From an optimization exercise on the open Yosys and OpenROAD flow, aimed at small area, a short achievable clock period and few clock cycles per item; shortcuts taken in it are not production practice. The RTL was checked by simulation tests, not by an equivalence proof against the original design.

==> design.v <==
module add_sk #(parameter W=8)
(
    input  [W-1:0] a, b,
    input          ci,
    output [W-1:0] s,
    output         co
);
localparam L = (W > 1) ? $clog2(W) : 1;
wire [W-1:0] g [0:L];
wire [W-1:0] p [0:L];
wire [W-1:0] p0 = a ^ b;
assign g[0] = (a & b) | {{(W-1){1'b0}}, p0[0] & ci};
assign p[0] = p0;
genvar l, i;
generate for (l = 0; l < L; l = l + 1) begin : g_lvl
    for (i = 0; i < W; i = i + 1) begin : g_bit
        if ((i >> l) & 1) begin : g_op
            localparam integer J = ((i >> l) << l) - 1;
            assign g[l+1][i] = g[l][i] | (p[l][i] & g[l][J]);
            assign p[l+1][i] = p[l][i] & p[l][J];
        end else begin : g_pass
            assign g[l+1][i] = g[l][i];
            assign p[l+1][i] = p[l][i];
        end
    end
end endgenerate
assign s  = p0 ^ {g[L][W-2:0], ci};
assign co = g[L][W-1];
endmodule
module csa #(parameter W=8)
(
    input  [W-1:0] x, y, z,
    output [W-1:0] s, c       
);
assign s = x ^ y ^ z;
wire [W-1:0] m = (x & y) | (x & z) | (y & z);
assign c = {m[W-2:0], 1'b0};
endmodule
module uint_div #(parameter WIDTH=38)
(
    input  [WIDTH-1:0] rem_in,      
    input              bit_in,      
    input  [WIDTH-1:0] divn,        
    output [WIDTH-1:0] rem_out,     
    output             q,           
    output [WIDTH:0]   sum          
);
wire [WIDTH:0] a = {rem_in, bit_in};
wire [WIDTH:0] d;
add_sk #(.W(WIDTH+1)) i_sub (.a(a), .b({1'b1, divn}), .ci(1'b1), .s(d), .co(q));
assign sum = d;
assign rem_out = q ? d[WIDTH-1:0] : a[WIDTH-1:0];
endmodule
module add_bk #(parameter W=8)
(
    input  [W-1:0] a, b,
    input          ci,
    output [W-1:0] s,
    output         co
);
localparam L = (W > 1) ? $clog2(W) : 1;
localparam NS = 2 * L;                        
wire [W-1:0] g [0:NS];
wire [W-1:0] p [0:NS];
wire [W-1:0] p0 = a ^ b;
assign g[0] = (a & b) | {{(W-1){1'b0}}, p0[0] & ci};
assign p[0] = p0;
genvar l, i;
generate
    for (l = 0; l < L; l = l + 1) begin : g_up
        for (i = 0; i < W; i = i + 1) begin : g_bit
            if (((i + 1) % (2 << l)) == 0) begin : g_op
                assign g[l+1][i] = g[l][i] | (p[l][i] & g[l][i - (1 << l)]);
                assign p[l+1][i] = p[l][i] & p[l][i - (1 << l)];
            end else begin : g_pass
                assign g[l+1][i] = g[l][i];
                assign p[l+1][i] = p[l][i];
            end
        end
    end
    for (l = 0; l < L; l = l + 1) begin : g_dn
        for (i = 0; i < W; i = i + 1) begin : g_bit
            if ((L - 1 - l) >= 0 && i >= (3 << (L - 1 - l)) - 1 &&
                ((i + 1 - (1 << (L - 1 - l))) % (2 << (L - 1 - l))) == 0) begin : g_op
                assign g[L+l+1][i] = g[L+l][i] | (p[L+l][i] & g[L+l][i - (1 << (L - 1 - l))]);
                assign p[L+l+1][i] = p[L+l][i] & p[L+l][i - (1 << (L - 1 - l))];
            end else begin : g_pass
                assign g[L+l+1][i] = g[L+l][i];
                assign p[L+l+1][i] = p[L+l][i];
            end
        end
    end
endgenerate
assign s  = p0 ^ {g[NS][W-2:0], ci};
assign co = g[NS][W-1];
endmodule
module si570_math
(
    input             clk, resetn,
    input      [47:0] old_si570_regs,
    output     [47:0] new_si570_regs,
    output     [31:0] fxtal,
    input             start,
    output            idle
);
localparam S1  = 2;
localparam NI  = 6;
localparam NC1 = (NI + 32) / S1;           
localparam NCS = 32 / S1;                  
localparam S2  = 3;
localparam NC2 = 42 / S2;                  
wire[ 2:0] in_hs  = old_si570_regs[47:45];
wire[ 6:0] in_n1  = old_si570_regs[44:38];
wire[37:0] in_rf  = old_si570_regs[37:0];
reg        busy;
reg        prep;         
reg [4:0]  cnt;          
reg [37:0] rfn;          
reg [10:0] kn;           
wire [10:0] k = ~kn;
reg [37:0] p1;           
reg [31:0] fq;           
reg [10:0] p2;           
reg [41:0] qd;           
assign fxtal          = fq;
assign new_si570_regs = {3'd0, 7'd3, qd[37:0]};
assign idle           = ~busy & ~start;
wire [10:0] in_k = ({1'b0, in_hs} + 4'd4) * ({1'b0, in_n1} + 8'd1);
wire [33:0] mt0 = {in_k, 23'd0};
wire [33:0] mt1 = {3'd0, in_k, 20'd0};
wire [33:0] mt2 = {5'd0, in_k, 18'd0};
wire [33:0] mt3 = {7'd0, in_k, 16'd0};
wire [33:0] mt4 = {14'd0, in_k, 9'd0};
wire [33:0] mt5 = {15'd0, in_k, 8'd0};
wire [33:0] mt6 = ~{20'd0, in_k, 3'd0};      
wire [33:0] mt7 = {23'd0, in_k};
wire [33:0] ms1, mc1, ms2, mc2, ms3, mc3, ms4, mc4, ms5, mc5, ms, mc;
csa #(34) i_m1 (mt0, mt1, mt2, ms1, mc1);
csa #(34) i_m2 (mt3, mt4, mt5, ms2, mc2);
csa #(34) i_m3 (ms1, mc1, ms2, ms3, mc3);
csa #(34) i_m4 (mc2, mt6, mt7, ms4, mc4);
csa #(34) i_m5 (ms3, mc3, ms4, ms5, mc5);
csa #(34) i_m6 (ms5, mc5, mc4, ms, mc);
wire [43:0] es, ec, e;
csa #(44) i_e1 ({1'b0, in_rf, 5'd0}, {6'd0, in_rf}, {34'd0, k[10:1]}, es, ec);
add_bk #(44) i_e (.a(es), .b(ec), .ci(1'b0), .s(e), .co());
wire int_phase = (cnt > NC1 - 1 - NI / S1);
wire [37:0] r1 [0:S1];
wire [S1-1:0] q1;
wire [38:0] sum1;        
assign r1[0] = p1;
genvar g;
generate for (g = 0; g < S1; g = g + 1) begin : g_div1
    wire [38:0] sum;
    uint_div #(.WIDTH(38)) u_step (
        .rem_in (r1[g]),
        .bit_in (fq[31-g] & int_phase),
        .divn   (rfn),
        .rem_out(r1[g+1]),
        .q      (q1[S1-1-g]),
        .sum    (sum)
    );
end endgenerate
assign sum1 = g_div1[0].sum;
wire [33:0] m = sum1[33:0];
wire skip = (in_rf[37:34] != 0)
          | ((in_rf[37:33] != 0) && (k <= 11'd879))
          | ((in_rf[37:31] != 0) && (k <= 11'd219))
          | ((in_rf[37:29] != 0) && (k <= 11'd54));
wire [10:0] r2 [0:S2];
wire [S2-1:0] q2;
assign r2[0] = p2;
generate for (g = 0; g < S2; g = g + 1) begin : g_div2
    uint_div #(.WIDTH(11)) u_step (
        .rem_in (r2[g]),
        .bit_in (qd[41-g]),
        .divn   (kn),
        .rem_out(r2[g+1]),
        .q      (q2[S2-1-g]),
        .sum    ()
    );
end endgenerate
wire rf_phase = (cnt <= NCS - 1) && (cnt >= NCS - NC2);
always @(posedge clk) begin
    if (resetn == 0) begin
        busy <= 1'b0;
        prep <= 1'b0;
    end else if (!busy) begin
        if (start) begin
            kn       <= ~in_k;
            p1       <= {5'd0, ms[33:1]};
            fq[31]   <= ms[0];
            rfn      <= {4'd0, mc};
            cnt      <= NC1 - 1;
            busy     <= 1'b1;
            prep     <= 1'b1;
        end
    end else if (prep) begin
        if (skip) begin
            p1        <= {4'd0, m};
            fq[31:26] <= 6'd0;
            cnt       <= NCS - 1;
        end else begin
            p1        <= m[33:NI];
            fq[31:26] <= m[NI-1:0];
            cnt       <= NC1 - 1;
        end
        rfn  <= ~in_rf;
        {p2, qd} <= {9'd0, e};
        prep <= 1'b0;
    end else begin
        p1  <= r1[S1];
        fq  <= {fq[31-S1:0], q1};
        if (rf_phase) begin
            p2   <= r2[S2];
            qd   <= {qd[41-S2:0], q2};
        end
        cnt <= cnt - 1;
        if (cnt == 0) busy <= 1'b0;
    end
end
endmodule
==> run.sh <==
#!/bin/bash
# synth_recipe.tcl (not shown) runs the flow's synth.tcl, then flattens the netlist and writes it again
# the make line also repeats each setting of config.mk as NAME=value (left out here)
make -C /OpenROAD-flow-scripts/flow DESIGN_CONFIG=/design/flow/config.mk WORK_HOME=/design/flow/orfs CLKGATE_MAP_FILE= SYNTH_SCRIPT=/design/flow/synth_recipe.tcl finish
==> config.mk <==
export PLATFORM = sky130hd
export DESIGN_NAME = si570_math
export DESIGN_NICKNAME = si570_math
export VERILOG_FILES = /design/flow/design.v
export SDC_FILE = /design/flow/constraint.sdc
export NUM_CORES = 4
export LEC_CHECK = 0
export CAP_MARGIN = 20
export CORE_MARGIN = 2
export CORE_UTILIZATION = 65
export SETUP_SLACK_MARGIN = 0.1
export SLEW_MARGIN = 20
==> constraint.sdc <==
create_clock -name core_clock -period 6.5 [get_ports {clk}]
set_input_delay 1.3000 -clock core_clock [delete_from_list [all_inputs] [get_ports {clk}]]
set_output_delay 1.3000 -clock core_clock [all_outputs]
set_load 0.01 [all_outputs]
==> impl_metrics.tcl, run 1 <==
set metrics [dict create \
    yosys_warnings 4 \
    timing.critical_path.slowest_stage_cell "edfxtp_1" \
    r2r-start "kn[0]$_DFFE_PP_" \
    setup_viol 16 \
    final_cells 2528 \
    port-buffer-count 121 \
    hold_depth 0 \
    viasPerCell 6.22 \
    synth_flop_cell "edfxtp_1" \
    ctsLongestPathBuffers 2 \
    yosysTopAreaCell "edfxtp_1" \
    start_util_pct 66.3 \
    critical_path.max_stage_delay_ns 0.39 \
    finalSetupTns_ns -0.697 \
    ys_types 80 \
    grt_start_max_net_pins 68 \
    die-area_sq_um 29800 \
    startpoint_type "register" \
    crit_start "kn[0]$_DFFE_PP_" \
    place_worst_setup_slack_ns -0.480 \
    synth-edff-count 177 \
    grt_pass1_vias 15800 \
    num_vias 15700 \
    fin_crit_ns 6.59 \
    syn_area_per_cell_sq_um 9.99 \
    clock_skew_ns 0.0159 \
    critPathCaptureType "register" \
    synthesis.area_sq_um 18500 \
    synth_area_leaders "edfxtp_1 (29%), ha_1 (19%), fa_1 (9.2%)" \
    clk_latency_ns 0.46 \
    r2r_end "p2[1]$_DFFE_PP_" \
    crit_end "p2[1]$_DFFE_PP_" \
    status "failed layout checks" \
    firstDrtPassIters 9 \
    rsz0062_at_grt "true" \
    hpwl_um 41000 \
    slew_viol_final 0 \
    cts_tree "built" \
    drtIter0Drc 1472 \
    r2r_slack_ns -0.09 \
    synthArstFlopShare_pct 0 \
    grt_pass1_wl_um 83800 \
    wire_per_inst_um 22.4 \
    ant_nets 0 \
    area_delta_synth_final_pct 24.9 \
    clock-sinks 179 \
    io_pins 132 \
    cts_max_level 4 \
    rows 61 \
    cp.depth 34 \
    drcViolationCount 0 \
    antenna_cells 0 \
    syn_inst 1848 \
    dp.cells 2430 \
    cts_hold_buf 0 \
    worst-path-buf-inv 5 \
    ys_ff_latch 179 \
    die_height_um 173 \
    ff2ff_path_depth 34 \
    gr-usage-all-layers_pct 36.2 \
    drive_gt1_share_pct 21.9 \
    worst_pin_slew_ns 1.01 \
    antenna_found_initial 1 \
    synth_commonest_cells "ha_1 (280), inv_1 (214), edfxtp_1 (177), nor2_1 (126), a21oi_1 (118)" \
    die_w_um 173 \
    coreArea_sq_um 27900 \
    max_slew_margin_pct 32.8 \
    hold_path_class "reg -> reg" \
    period_share_pct 101 \
    grt-ovfl-total 0 \
    path_max_fanout 6 \
    cts-root-buf "clkbuf_16" \
    cp_top_family "compound AO/OA/AOI/OAI gates" \
    violations "setup timing" \
    layout.nets 2553 \
    cts_inserted_buffers 17 \
    max_freq_ghz 0.152 \
    path_class "reg -> reg" \
    maxCapViolations 0 \
    layout_setup_ws_ns -0.0870 \
    clk_pin_slew_ns 0.09 \
    synth_most_common_cell "ha_1" \
    finalWeightedCongestion 0.967 \
    cp.required_ns 6.70 \
    wl_um 56700 \
    worstPathArrival_ns 6.79 \
    seq_area_frac_synth_pct 29.0 \
    hold_violations 0 \
    synth_top_area_share_pct 28.8 \
]
-- metal layers --
layer / share of wire, % / up-vias / wire length [um] / GRT usage, %
met5: 0 / - / 0 / 0
met4: 5.3 / 0 / 3000 / 17.8
met3: 9.0 / 224 / 5120 / 5.96
met2: 48 / 879 / 27200 / 60.9
met1: 38 / 7520 / 21400 / 45.3
li1: - / 7090 / - / -
-- layout by cell type, fill, tap and decap left out, types with 17 or more instances in the layout --
cell / count
a21o_1: 41
a21oi_1: 98
buf_4: 209
buf_6: 19
clkbuf_16: 20
clkdlybuf4s50_1: 118
edfxtp_1: 177
fa_1: 79
ha_1: 266
inv_1: 209
mux2_2: 58
mux2i_1: 44
nand2_1: 110
nand3_1: 24
nor2_1: 120
nor3_1: 18
o21ai_0: 57
o21bai_1: 17
xnor2_1: 66
xor2_1: 30
-- worst min path at each step --
stage | startpoint | to
5_1_grt | fq[13]$_DFFE_PP_ | fq[15]$_DFFE_PP_
3_3_place_gp | fq[5]$_DFFE_PP_ | fq[7]$_DFFE_PP_
2_1_floorplan | fq[8]$_DFFE_PP_ | fq[10]$_DFFE_PP_
4_1_cts | fq[5]$_DFFE_PP_ | fq[7]$_DFFE_PP_
6_report | fq[5]$_DFFE_PP_ | fq[7]$_DFFE_PP_
3_5_place_dp | fq[0]$_DFFE_PP_ | fq[2]$_DFFE_PP_
-- metrics by stage --
| stage | util [%] | instance area, sq um | hold WS [ns] |
|---|---|---|---|
| 2_1_floorplan | - | 18600 | 0.499 |
| 3_3_place_gp | 75.7 | 21100 | 0.427 |
| 3_5_place_dp | 75.8 | 21100 | 0.431 |
| 4_1_cts | 79.8 | 22200 | 0.455 |
| 5_1_grt | 82.8 | 23100 | 0.468 |
| 6_report | 82.8 | 23100 | 0.457 |
-- timing repair --
| item | 4_1_cts | 5_1_grt |
|---|---|---|
| pin swaps | 37 | 58 |
| hold endpoints to repair | 0 | 0 |
| buffers inserted | 30 | 31 |
| gates resized for setup | 54 | 112 |
| setup endpoints to repair | 49 | 50 |
| cloned | 2 | 3 |
-- logic make-up (layout without fill, tap and decap cells) --
group | after synthesis | in the layout | share of synthesized area [%]
buffers and inverters | 318 | 611 | 7.54
flip-flops | 179 | 179 | 29.0
AO/OA/AOI/OAI | 390 | 391 | 14.0
multiplexers | 126 | 126 | 7.29
AND/OR/NAND/NOR | 367 | 367 | 9.14
XOR/XNOR | 101 | 101 | 4.79
other | 2 | 10 | 0.0407
adder cells (fa/ha/maj) | 365 | 365 | 28.2
-- area by class of cell --
cell class | count | area, sq um
multi-input cells | 1360 | 12500
fillers | 1629 | 4800
well taps | 378 | 473
repair buffers | 361 | 3250
flip-flops and latches | 179 | 5360
inverters | 218 | 823
clock buffers | 18 | 429
clock inverters | 14 | 186
-- registers in the layout, indices dropped and copies added, names as in the netlist, 5 cells and up --
signal,cells
p1,38
qd,42
fq,32
rfn,38
kn,11
p2,11
cnt,5
Testbench counts, summed over its fixed seeds: cycles 7,188, items 384.
==> run 2, diff against run 1 <==
--- a/design.v
+++ b/design.v
@@ -180,43 +180,49 @@
         .sum    ()
     );
 end endgenerate
-wire rf_phase = (cnt <= NCS - 1) && (cnt >= NCS - NC2);
+reg sk;                  
+wire rf_phase = sk ? (cnt >= NCS - NC2) : (cnt >= NC1 - NC2);
 always @(posedge clk) begin
     if (resetn == 0) begin
         busy <= 1'b0;
         prep <= 1'b0;
     end else if (!busy) begin
         if (start) begin
-            kn       <= ~in_k;
-            p1       <= {5'd0, ms[33:1]};
-            fq[31]   <= ms[0];
-            rfn      <= {4'd0, mc};
-            cnt      <= NC1 - 1;
-            busy     <= 1'b1;
-            prep     <= 1'b1;
+            busy <= 1'b1;
+            prep <= 1'b1;
         end
     end else if (prep) begin
-        if (skip) begin
-            p1        <= {4'd0, m};
-            fq[31:26] <= 6'd0;
-            cnt       <= NCS - 1;
-        end else begin
-            p1        <= m[33:NI];
-            fq[31:26] <= m[NI-1:0];
-            cnt       <= NC1 - 1;
-        end
-        rfn  <= ~in_rf;
-        {p2, qd} <= {9'd0, e};
         prep <= 1'b0;
+    end else if (cnt == 0) begin
+        busy <= 1'b0;
+    end
+end
+always @(posedge clk) begin
+    if (!busy) begin
+        p1  <= {5'd0, ms[33:1]};
+        cnt <= NC1 - 1;
+        kn  <= ~in_k;
+        rfn <= {4'd0, mc};
+    end else if (prep) begin
+        p1  <= skip ? {4'd0, m} : m[33:NI];
+        cnt <= skip ? NCS - 1 : NC1 - 1;
+        sk  <= skip;
+        rfn <= ~in_rf;
     end else begin
         p1  <= r1[S1];
-        fq  <= {fq[31-S1:0], q1};
-        if (rf_phase) begin
-            p2   <= r2[S2];
-            qd   <= {qd[41-S2:0], q2};
-        end
         cnt <= cnt - 1;
-        if (cnt == 0) busy <= 1'b0;
-    end
+    end
+    p2 <= prep ? {9'd0, e[43:42]} : r2[S2];
 end
-endmodule
+always @(posedge clk) begin
+    if (!busy) begin
+        if (start) fq[31] <= ms[0];
+    end else if (prep) begin
+        fq[31:26] <= skip ? 6'd0 : m[NI-1:0];
+        qd        <= e[41:0];
+    end else begin
+        fq <= {fq[31-S1:0], q1};
+        if (rf_phase) qd <= {qd[41-S2:0], q2};
+    end
+end
+endmodule
--- a/config.mk
+++ b/config.mk
@@ -7,6 +7,6 @@
 export LEC_CHECK = 0
 export CAP_MARGIN = 20
 export CORE_MARGIN = 2
-export CORE_UTILIZATION = 65
-export SETUP_SLACK_MARGIN = 0.1
+export CORE_UTILIZATION = 50
+export SETUP_SLACK_MARGIN = 0.2
 export SLEW_MARGIN = 20
==> run 2 against run 1 <==
- now clean on timing, DRC and antenna
- first-iteration DRC count fell by 42%
- sequential share of layout area is 0.81 points lower
- non-clock buffer count fell by 115
- routed wire length is 5.5% lower
- maximum frequency grew 6.3%
- critical path depth is 4 lower
==> impl_metrics.tcl, run 2 <==
set metrics [dict create \
    dp.cells 2476 \
    seqCellArea_sq_um 4800 \
    seq_area_frac_synth_pct 26.5 \
    critical_path.max_stage_delay_ns 0.42 \
    die_w_um 194 \
    synthesis.area_sq_um 18100 \
    fin_crit_ns 6.20 \
    largest_register "qd" \
    coreArea_sq_um 35700 \
    cts_max_level 4 \
    firstDrtPassIters 19 \
    yosysTopAreaCell "edfxtp_1" \
    ctsLongestPathBuffers 2 \
    cts-root-buf "clkbuf_16" \
    max_slew_margin_pct 35.5 \
    drcViolationCount 0 \
    area_delta_synth_final_pct 18.2 \
    synth_flop_cell "edfxtp_1" \
    synth_top_area_share_pct 19.7 \
    ant_nets 0 \
    gr-usage-all-layers_pct 28.7 \
    viasPerCell 5.82 \
    hold_violations 0 \
    startpoint_type "register" \
    start_util_pct 50.8 \
    placed_area_sq_um 20300 \
    clk_latency_ns 0.47 \
    rows 69 \
    cts_tree "built" \
    wl_um 53600 \
    layout.nets 2460 \
    setup_viol 0 \
    die_height_um 194 \
    path_class "reg -> reg" \
    cts_hold_buf 0 \
    synth-edff-count 119 \
    layout_setup_ws_ns 0.305 \
    r2r_slack_ns 0.30 \
    period_share_pct 95.3 \
    cts_inserted_buffers 17 \
    grt_start_max_net_pins 61 \
    largest_reg_flops 42 \
    clock_skew_ns 0.0228 \
    num_vias 14700 \
    hold_start "fq[5]$_DFFE_PP_" \
    synth_commonest_cells "ha_1 (281), inv_1 (207), nand2_1 (130), edfxtp_1 (119), a21oi_1 (111)" \
    antenna_cells 0 \
    drive_gt1_share_pct 14.7 \
    ys_types 88 \
    die-area_sq_um 37800 \
    io_pins 132 \
    grt_pass1_vias 14800 \
    slew_viol_final 0 \
    wire_per_inst_um 21.3 \
    finalSetupTns_ns 0 \
    hpwl_um 41800 \
    clock-sinks 180 \
    grt-ovfl-total 0 \
    port-buffer-count 121 \
    synthArstFlopShare_pct 0 \
    hold_depth 0 \
    maxCapViolations 0 \
    path_max_fanout 7 \
    max_freq_ghz 0.161 \
    drtIter0Drc 855 \
    synth_most_common_cell "ha_1" \
    hold_path_class "reg -> reg" \
    grt_pass1_wl_um 83900 \
    syn_area_per_cell_sq_um 9.66 \
    multi_input_area_sq_um 12400 \
    layout_common_cells "ha_1 (268), inv_1 (202), nand2_1 (126)" \
    worstPathArrival_ns 6.52 \
    timing.critical_path.slowest_stage_cell "or4_4" \
    cp.required_ns 6.83 \
    r2r-start "qd[41]$_DFFE_PP_" \
    critPathCaptureType "register" \
    hold-path-endpoint "fq[7]$_DFFE_PP_" \
    final_cells 2517 \
    rsz0062_at_grt "true" \
    r2r_end "p2[7]$_SDFF_PP0_" \
    synth_area_leaders "edfxtp_1 (20%), ha_1 (19%), fa_1 (9.4%)" \
    status "timing/DRC/antenna clean" \
    place_worst_setup_slack_ns -0.363 \
    yosys_warnings 4 \
    finalWeightedCongestion 0.906 \
    final_cell_area_sq_um 21400 \
    antenna_found_initial 0 \
    clk_pin_slew_ns 0.08 \
    largestRegisters "qd x42, p1 x38, rfn x38" \
    syn_inst 1875 \
    ff2ff_path_depth 30 \
    ys_ff_latch 180 \
    worst_pin_slew_ns 0.967 \
    layout_commonest_cell "ha_1" \
    fillers 3071 \
]
==> run 2: layer usage <==
layer	vias up	wire, um	global-route usage, %
li1	6967	-	-
met1	7176	23900	38.7
met2	430	25600	48.3
met3	83	2810	4.01
met4	0	1250	8.23
met5	-	0	0
==> run 2: cells by family after synthesis <==
family | after synthesis | share of synthesized area, %
buffers and inverters | 318 | 7.79
muxes | 101 | 5.92
AOI/OAI and AO/OA | 428 | 16.1
DFF | 180 | 26.5
other | 2 | 0.0414
xor gates and xnor gates | 96 | 4.64
adders and majority gates | 366 | 28.8
and+or+nand+nor | 384 | 10.2
==> run 2: timing repair <==
| action | CTS | global route |
|---|---|---|
| cloned | 0 | 0 |
| setup buffers | 1 | 8 |
| gates resized for setup | 17 | 82 |
| endpoints found under the setup margin | 27 | 51 |
| pin swaps | 10 | 31 |
==> run 2: area by class of cell <==
class | instances | share of cell area (%)
Sequential cell | 180 | 22.4
Inverter | 213 | 3.78
Multi-Input combinational cell | 1385 | 57.7
Tap cell | 461 | 2.69
Clock inverter | 14 | 0.976
Timing Repair Buffer | 246 | 10.4
Clock buffer | 18 | 2.00
==> run 2: worst max-delay path by stage <==
| stage | startpoint | cells after the start | slack (ns) | endpoint |
|---|---|---|---|---|
| after floorplan | kn[0]$_DFFE_PN_ | 29 | 0.20 | p2[9]$_SDFF_PP0_ |
| after global placement | old_si570_regs[39] | 28 | -0.27 | p1[27]$_DFF_P_ |
| after detailed placement | old_si570_regs[39] | 26 | -0.36 | p1[18]$_DFF_P_ |
| after CTS | old_si570_regs[39] | 23 | 0.20 | p1[18]$_DFF_P_ |
| after global routing | qd[41]$_DFFE_PP_ | 30 | 0.05 | p2[7]$_SDFF_PP0_ |
| final | qd[41]$_DFFE_PP_ | 30 | 0.30 | p2[7]$_SDFF_PP0_ |
==> run 2: worst max-delay path: cells and delay by family (launching register included) <==
| kind | cells | cell delay (ns) |
|---|---|---|
| fa+ha+maj | 4 | 0.75 |
| flops | 1 | 0.39 |
| simple gates | 7 | 1.35 |
| mux | 3 | 0.69 |
| compound gates | 11 | 2.37 |
| buf+inv | 5 | 0.51 |
==> run 2: metrics by stage <==
step                      hold WS (ns)  util, %
after floorplan                  0.478        -
after global placement           0.429     56.9
after detailed placement         0.436     56.9
after CTS                        0.456     58.8
after global routing             0.467     60.1
final                            0.453     60.1
Testbench counts of run 2, summed over its fixed seeds: cycles 7,188, items 384.
==> run 3, diff against run 2 <==
--- a/config.mk
+++ b/config.mk
@@ -8,5 +8,5 @@
 export CAP_MARGIN = 20
 export CORE_MARGIN = 2
 export CORE_UTILIZATION = 50
-export SETUP_SLACK_MARGIN = 0.2
+export SETUP_SLACK_MARGIN = 1.0
 export SLEW_MARGIN = 20
==> run 3 against run 2 <==
- still clean
- cell count is 3.5% higher
- die area stayed put
- count of clock-buffer cells in the layout is 1 lower
- flip-flop and latch count stayed put
- area after synthesis stayed put
- critical path depth is 2 lower
- core utilization is 5.6 points higher
- global-route usage is 0.76 points higher
- hold slack worse by 0.0013 ns
- non-clock buffer count is 87 higher
==> impl_metrics.tcl, run 3 <==
set metrics [dict create \
    status "timing/DRC/antenna clean" \
    drive_gt1_share_pct 26.0 \
    coreArea_sq_um 35700 \
    synthArstFlopShare_pct 0 \
    setup_viol 0 \
    synth-edff-count 119 \
    path_class "reg -> reg" \
    cts_hold_buf 0 \
    hold-path-endpoint "fq[13]$_DFFE_PP_" \
    placed_area_sq_um 20400 \
    hold_path_class "reg -> reg" \
    ctsLongestPathBuffers 2 \
    critPathCaptureType "register" \
    r2r_slack_ns 0.35 \
    finalWeightedCongestion 0.931 \
    cp.required_ns 6.86 \
    seq_area_frac_synth_pct 26.5 \
    die-area_sq_um 37800 \
    r2r-start "kn[0]$_DFFE_PN_" \
    syn_inst 1875 \
    rows 69 \
    wl_um 55800 \
    yosysTopAreaCell "edfxtp_1" \
    cts_tree "built" \
    path_max_fanout 5 \
    ff2ff_path_depth 28 \
    grt_pass1_vias 15600 \
    fin_crit_ns 6.15 \
    antenna_found_initial 0 \
    num_vias 15100 \
    synth_commonest_cells "ha_1 (281), inv_1 (207), nand2_1 (130), edfxtp_1 (119), a21oi_1 (111)" \
    io_pins 132 \
    timing.critical_path.slowest_stage_cell "or4_4" \
    die_w_um 194 \
    cts-root-buf "clkbuf_16" \
    hold_start "fq[11]$_DFFE_PP_" \
    timing.hold.ws_ns 0.452 \
    synth_flop_cell "edfxtp_1" \
    utilization_pct 65.7 \
    synthesis.area_sq_um 18100 \
    area_delta_synth_final_pct 29.3 \
    worstPathArrival_ns 6.51 \
    worst_pin_slew_ns 1.02 \
    largestRegisters "qd x42, p1 x38, rfn x38" \
    critical_path.max_stage_delay_ns 0.42 \
    grt_start_max_net_pins 65 \
    largest_reg_flops 42 \
    start_util_pct 50.8 \
    final_cell_area_sq_um 23400 \
    r2r_end "p2[0]$_DFF_P_" \
    viasPerCell 5.81 \
    die_height_um 194 \
    layout_commonest_cell "ha_1" \
    synth_area_leaders "edfxtp_1 (20%), ha_1 (19%), fa_1 (9.4%)" \
    gr-usage-all-layers_pct 29.5 \
    largest_register "qd" \
    grt_pass1_wl_um 86500 \
    grt-ovfl-total 0 \
    startpoint_type "register" \
    clock_skew_ns 0.0102 \
    max_freq_ghz 0.163 \
    maxCapViolations 0 \
    layout.nets 2547 \
    dp.cells 2469 \
    clock-sinks 180 \
    period_share_pct 94.6 \
    layout_common_cells "ha_1 (231), inv_1 (168), buf_4 (154)" \
    yosys_warnings 4 \
    hpwl_um 41800 \
    max_slew_margin_pct 31.8 \
    syn_area_per_cell_sq_um 9.66 \
    cts_max_level 4 \
    port-buffer-count 121 \
    ys_types 88 \
    rsz0062_at_grt "true" \
    hold_violations 0 \
    drcViolationCount 0 \
    slew_viol_final 0 \
    clk_pin_slew_ns 0.08 \
    final_cells 2604 \
    finalSetupTns_ns 0 \
    ys_ff_latch 180 \
    synth_top_area_share_pct 19.7 \
    wire_per_inst_um 21.4 \
    clk_latency_ns 0.46 \
    synth_most_common_cell "ha_1" \
    ant_nets 0 \
    hold_depth 0 \
    firstDrtPassIters 21 \
    antenna_cells 0 \
    drtIter0Drc 784 \
    cts_inserted_buffers 17 \
]
==> run 3: critical path, delay by kind of cell (launching register included) <==
family	cells	cell delay [ns]
adder cells (fa/ha/maj)	4	0.94
multiplexers	4	0.87
flip-flops	1	0.40
AO/OA/AOI/OAI	11	2.12
buffers and inverters	3	0.40
AND/OR/NAND/NOR	6	1.30
==> run 3: cell families (layout without fill, tap and decap cells) <==
group,Yosys count,count (layout),synth area share [%]
compound gates,428,428,16.1
simple gates,384,384,10.2
fa+ha+maj,366,366,28.8
buf+inv,318,578,7.79
flops,180,180,26.5
mux,101,101,5.92
xor+xnor,96,96,4.64
other cells,2,10,0.0414
==> run 3: metrics by stage <==
step / setup slack, ns
after CTS: 0.321
after global routing: 0.0939
after floorplan: 0.469
after detailed placement: -0.174
final: 0.353
after global placement: -0.0732
==> run 3: how the worst max path moves through the flow <==
stage	start	to
final	kn[0]$_DFFE_PN_	p2[0]$_DFF_P_
after global routing	qd[41]$_DFFE_PP_	p2[2]$_SDFF_PP0_
after CTS	kn[0]$_DFFE_PN_	p2[0]$_DFF_P_
after detailed placement	old_si570_regs[38]	p1[18]$_DFF_P_
after global placement	old_si570_regs[38]	p1[18]$_DFF_P_
after floorplan	kn[0]$_DFFE_PN_	p2[9]$_SDFF_PP0_
==> run 3: area by class of cell <==
type / instances / area [sq um]
Clock inverter: 15 / 159
Tap cell: 461 / 577
Multi-Input combinational cell: 1385 / 13500
Clock buffer: 17 / 425
Timing Repair Buffer: 333 / 3120
Inverter: 213 / 820
Fill cell: 2868 / 12200
Sequential cell: 180 / 4810
==> run 3: routing by layer <==
metal | track usage [%] | up-vias | routed length [um]
li1 | - | 7151 | -
met1 | 37.7 | 7429 | 23700
met2 | 51.1 | 420 | 27300
met3 | 4.46 | 128 | 2840
met4 | 10.0 | 0 | 1970
met5 | 0 | - | 0
==> run 3: what timing repair did <==
item | CTS | global route
pin swaps | 86 | 79
gates resized for setup | 206 | 143
endpoints found under the setup margin | 76 | 74
gates cloned | 4 | 0
setup buffers | 72 | 27

[re-timing with driven ports]
How much do the figures lean on ideal ports? The routed layouts below were timed once more, with nothing changed but the port constraints. Step 1, drivers: a clkbuf_16 drives clk and a buf_2 each remaining input, both assumed. Step 2 moves the port delays by t, midway between the first and last clock arrival at a register: inputs arrive t later, outputs are due t later. That takes back most of the time a late clock gives input paths. Slacks: ideal / step 1 / step 2; pairs: ideal / step 1.
| run | t, ns | setup WS [ns] | cell pins on the clock port's net |
|---|---|---|---|
| run 1 | 0.507 | -0.087 / -0.087 / -0.122 | 1 |
| run 2 | 0.520 | 0.305 / 0.305 / 0.002 | 1 |
| run 3 | 0.512 | 0.353 / 0.353 / 0.204 | 1 |
For run 2, which loses most, drivers alone change the setup slack by 0.000 ns; drivers and shift together by -0.303 ns.
